Context: an optimization exercise on an open-source flow, tuned for small area and a short achievable clock period. The choices shown serve that exercise and are no tape-out recipe. Function was not checked in any run shown here: the RTL went through the layout flow alone. Power and IR drop assume default switching activity.

==> flow/design.v (outline; a module is shown in full before it is edited, if it fits) <==
// module MAF_DP: 2374 lines
// module MAF_FA: 4 lines
// module MAF_HA: 4 lines
// module maf_top: 17 lines
module maf_top (
    input         clk,
    input  [1:0]  func,
    input  [31:0] A,
    input  [31:0] B,
    input  [31:0] C,
    output [63:0] result
);
  // ...
==> flow/flow/run.sh <==
#!/bin/bash
# The standard layout, with the port buffers made of buf_2 cells instead of
# the default choice (a delay buffer). Every port still gets its buffer.
set -euo pipefail
bash standard.sh BUFFER_PORTS_ARGS="-buffer_cell sky130_fd_sc_hd__buf_2" finish > standard_flow.log 2>&1
==> flow/standard.sh <==
#!/bin/bash
# synth_recipe.tcl (not shown) runs the flow's synth.tcl, then flattens the netlist and writes it again
# the make line also repeats each setting of config.mk as NAME=value (left out here)
make -C /OpenROAD-flow-scripts/flow DESIGN_CONFIG=/design/flow/config.mk WORK_HOME=/design/flow/orfs CLKGATE_MAP_FILE= SYNTH_SCRIPT=/design/flow/synth_recipe.tcl "${@:-finish}"
==> flow/config.mk <==
export PLATFORM = sky130hd
export DESIGN_NAME = maf_top
export DESIGN_NICKNAME = maf_top
export VERILOG_FILES = /design/flow/design.v
export SDC_FILE = /design/flow/constraint.sdc
export NUM_CORES = 4
export LEC_CHECK = 0
export CAP_MARGIN = 20
export CORE_MARGIN = 2
export CORE_UTILIZATION = 70
export PLACE_DENSITY = 0.8
export SLEW_MARGIN = 20
export SYNTH_HIERARCHICAL = 1
==> flow/constraint.sdc <==
create_clock -name core_clock -period 60.0 [get_ports {clk}]
set_input_delay 12.0000 -clock core_clock [delete_from_list [all_inputs] [get_ports {clk}]]
set_output_delay 12.0000 -clock core_clock [all_outputs]
set_load 0.01 [all_outputs]
==> metrics.csv, run 1 <==
metric,value,unit
status,finished clean,
Post-Syn Nets,3282,
Int Power,737,uW
fin crit period,16.72,ns
Starting Density,70.8,%
Hold Path Stages,4,
multi-input gate share of total cell area,81.7,%
Final Worst Setup Slack,43.28,ns
worst slew margin relative to its limit,26.7,%
IO Port Bufs,162,
layout cell share with drive strength beyond 1,13.1,%
clock sink total,122,
Final Util,74.9,%
WL final,88.4,mm
comb pwr,1170,uW
most used routing layer,met2,
Post-Synth XOR/XNOR Area,18.0,%
leakage power,0.0109,uW
Top Metal Used,met5,
initial antenna violation count,8,
fill count,2615,
most common cell in the netlist,xnor2_1,
Inverters excl. clock,67,
Setup Crit Path Kind,input pin to flop,
area grow syn2layout,5.76,%
==> run 2: changes to the inputs <==
--- a/flow/config.mk
+++ b/flow/config.mk
@@ -8,6 +8,6 @@
 export CAP_MARGIN = 20
 export CORE_MARGIN = 2
-export CORE_UTILIZATION = 70
-export PLACE_DENSITY = 0.8
+export CORE_UTILIZATION = 55
+export PLACE_DENSITY = 0.7
 export SLEW_MARGIN = 20
 export SYNTH_HIERARCHICAL = 1
==> metrics.csv, run 2 <==
metric,value,unit,change
Max Cap Viol,0,,
IO Port Bufs,162,,unchanged
WL final,89.4,mm,+1.2%
DR iter-0 viols,2920,,
# hold bufs at CTS,0,,
Mean Syn Cell Area,10.4,um2,
die span in y,224,um,
RSZ-0062 raised after global routing,false,,
leakage power,0.0109,uW,about the same
post-synth cell types,58,,
GRT Overall Usage,36.8,%,
nets,3211,,
Num CTS Buffers,17,,
"top cells by area, synth","fa_1, xnor2_1, a22oi_1",,
Worst-Margin Slew,1.20,ns,
synthesized flop and latch total,122,,
area grow syn2layout,6.34,%,
DP Worst Slack,43.19,ns,
Top Ports,163,,
critical path peak fanout,4,,
Max VDD drop,0.0466,mV,
core area,0.0477,mm2,
Setup Crit Path Kind,flop to output port,,
Ys Warns,7,,
clock sink total,122,,unchanged
fill count,3893,,+49%
die span in x,224,um,
Cell Pwr Density,52.0,mW/mm2,
worst slew margin relative to its limit,19.9,%,-6.8 points
most used routing layer,met2,,
# setup viols final,0,,
met2 Use GR,55.1,%,
met1 Track Usage GR,45.8,%,
Final Cycle Share,27.5,%,
Final Worst Setup Slack,43.51,ns,+0.228 ns
most frequent cells in the layout,"xnor2_1, fa_1, a22oi_1, buf_2, dfxtp_1",,
vias in the first global route,23779,,
area occupied by multi-input gates,0.0230,mm2,
CTS Root Buffer Type,clkbuf_16,,
CTS resizes,0,,
"EDFF count, synth",0,,
largest net degree at the start of global routing,50,,
H-tree level count,4,,
"Setup Fix Bufs, Post-CTS",0,,
most frequent cells after synthesis,"xnor2_1, fa_1, a22oi_1",,
Pwr Total,1470,uW,
status,finished clean,,
Vias per Instance,6.91,,
Fmax,60.6,MHz,
RD Place Congestion,0.957,,
fin crit period,16.49,ns,-0.228 ns
Starting Density,55.7,%,-15 points
setup_tns,0,ns,
register area share after synthesis,9.18,%,
"commonest non-fill, non-tap cell in the layout",xnor2_1,,
Non-Filler Instances,3122,,
register area,0.00244,mm2,
CTS tree,built,,
clock buffer depth,2,,
via count,21588,,
share of the synthesized area in the top cell type,38.5,%,
Post-Synthesis Cell Area,0.0266,mm2,
Routed Antenna Nets,0,,
GR Overflow Total,0,,
initial antenna violation count,11,,+3
hold crit path type,input pin to flop,,
CP endpoint kind,output port,,
grt met3 use,15.4,%,
drt first pass iters,11,,
first-pass GRT wire length,139,mm,
Synth async-reset ratio,0,%,
post-DP HPWL,57.8,mm,
hold_ws,11.98,ns,
"CTS clk-pin slew, worst paths",0.08,ns,
DP Cell Count,3086,,
Arrival @ worst endpoint,4.49,ns,
Critical Path RT,48.00,ns,
drt drc,0,,
CP Launch Type,flop,,
final hold vios,0,,
Avg WL per Cell,28.6,um,
Slew Limit Fails,0,,
post-synth top area cell,fa_1,,
DIE AREA,0.0502,mm2,
Post-Synthesis Cells,2561,,
most common cell in the netlist,xnor2_1,,
"Primary FF master, synth",dfxtp_1,,
Post-Syn Nets,3282,,unchanged
layout cell share with drive strength beyond 1,13.1,%,about the same
Std-Cell Rows,80,,
## run 2: kinds of logic (layout without fill, tap and decap cells)
family | count (synthesis) | after routing | share of synthesized area (%)
AO/OA/AOI/OAI | 609 | 609 | 17.2
XOR/XNOR | 548 | 548 | 18.0
adder cells (fa/ha/maj) | 622 | 622 | 43.7
buffers and inverters | 374 | 316 | 5.37
flip-flops | 122 | 122 | 9.18
multiplexers | 31 | 31 | 1.17
other | 0 | 4 | 0
AND/OR/NAND/NOR | 255 | 255 | 5.35
## run 2: worst max-delay path, cell delays in order, from the launching register on
cell       delay (ns)
dfxtp_1          0.30
ha_1             0.40
and4_4           0.30
nand3_2          0.08
nand4bb_4        0.30
a2111oi_4        0.85
o211ai_1         0.53
a21o_1           0.35
a21oi_2          0.25
o221a_2          0.27
o21ai_1          0.06
a21oi_1          0.14
buf_2            0.15
## run 2: metal layers
metal / up-vias / wire, um / part of all wire (%)
li1: 8565 / - / -
met1: 10820 / 32200 / 36
met2: 1741 / 39300 / 44
met3: 444 / 13100 / 15
met4: 18 / 4740 / 5.3
met5: - / 118 / 0.13
## run 2: area by class of cell
class                      count  area share, %
sequential                   122           8.63
timing repair buffer         217           4.33
clock buffer                  18           1.55
antenna                        4         0.0354
multi-input combinational   2065           81.2
tap                          615           2.72
clock inverter                14          0.681
inverter                      67          0.889
## run 2: Yosys stat by module, one instance, submodules excluded, a selection
module,cells inside,copies in the design
MAF_DP,2012,1
MAF_FA,1,506
MAF_HA,1,43
## run 2: metrics by stage
step                      util [%]  instance area, um2
after floorplan                  -               26600
after global placement        57.9               27700
after detailed placement      57.9               27700
after CTS                     59.2               28300
after global routing          59.2               28300
final                         59.3               28300
## run 2: power breakdown
part	total [uW]	leakage (uW)	switching (uW)	internal, uW
Combinational	1190	0.00954	654	533
Sequential	168	0.00103	18.7	149
Clock	117	0.000303	46.1	70.4
Total	1470	0.0109	719	753
## run 2: worst paths after layout
kind / slack [ns] / from / endpoint / depth (start not counted)
hold / removal: 11.98 / B[31] / DP.rx63$_DFF_P_ / 3
setup / recovery: 43.51 / DP.rx21$_DFF_P_ / result[62] / 12

separate check: timing with driven ports:
In the flow no input, the clock included, has a driving cell. The finished layouts below were timed again as built, in two steps.
Step 1 (the two cells are an assumption about what drives the block):
set clk [get_ports {clk}]
set_driving_cell -lib_cell sky130_fd_sc_hd__clkbuf_16 $clk
set_driving_cell -lib_cell sky130_fd_sc_hd__buf_2 [delete_from_list [all_inputs] $clk]
Step 2 moves the port delays by t, midway between the first and last clock arrival at a register: inputs arrive t later, outputs are due t later. That takes back most of the time a late clock gives input paths.
Three values: no drivers, after step 1, after step 2; two values: the first two.
| run | t (ns) | setup slack, ns | slew at the worst register clock pin (ns) | pins driven straight from the clock port |
|---|---|---|---|---|
| run 1 | 0.530 | 43.282 / 43.240 / 42.709 | 0.07 / 0.07 | 1 |
| run 2 | 0.566 | 43.510 / 43.449 / 43.054 | 0.08 / 0.08 | 1 |
After both steps setup and hold are still met in every run listed. The setup slack of run 1, which loses most, moves by -0.042 ns with the drivers and by -0.573 ns with both steps.
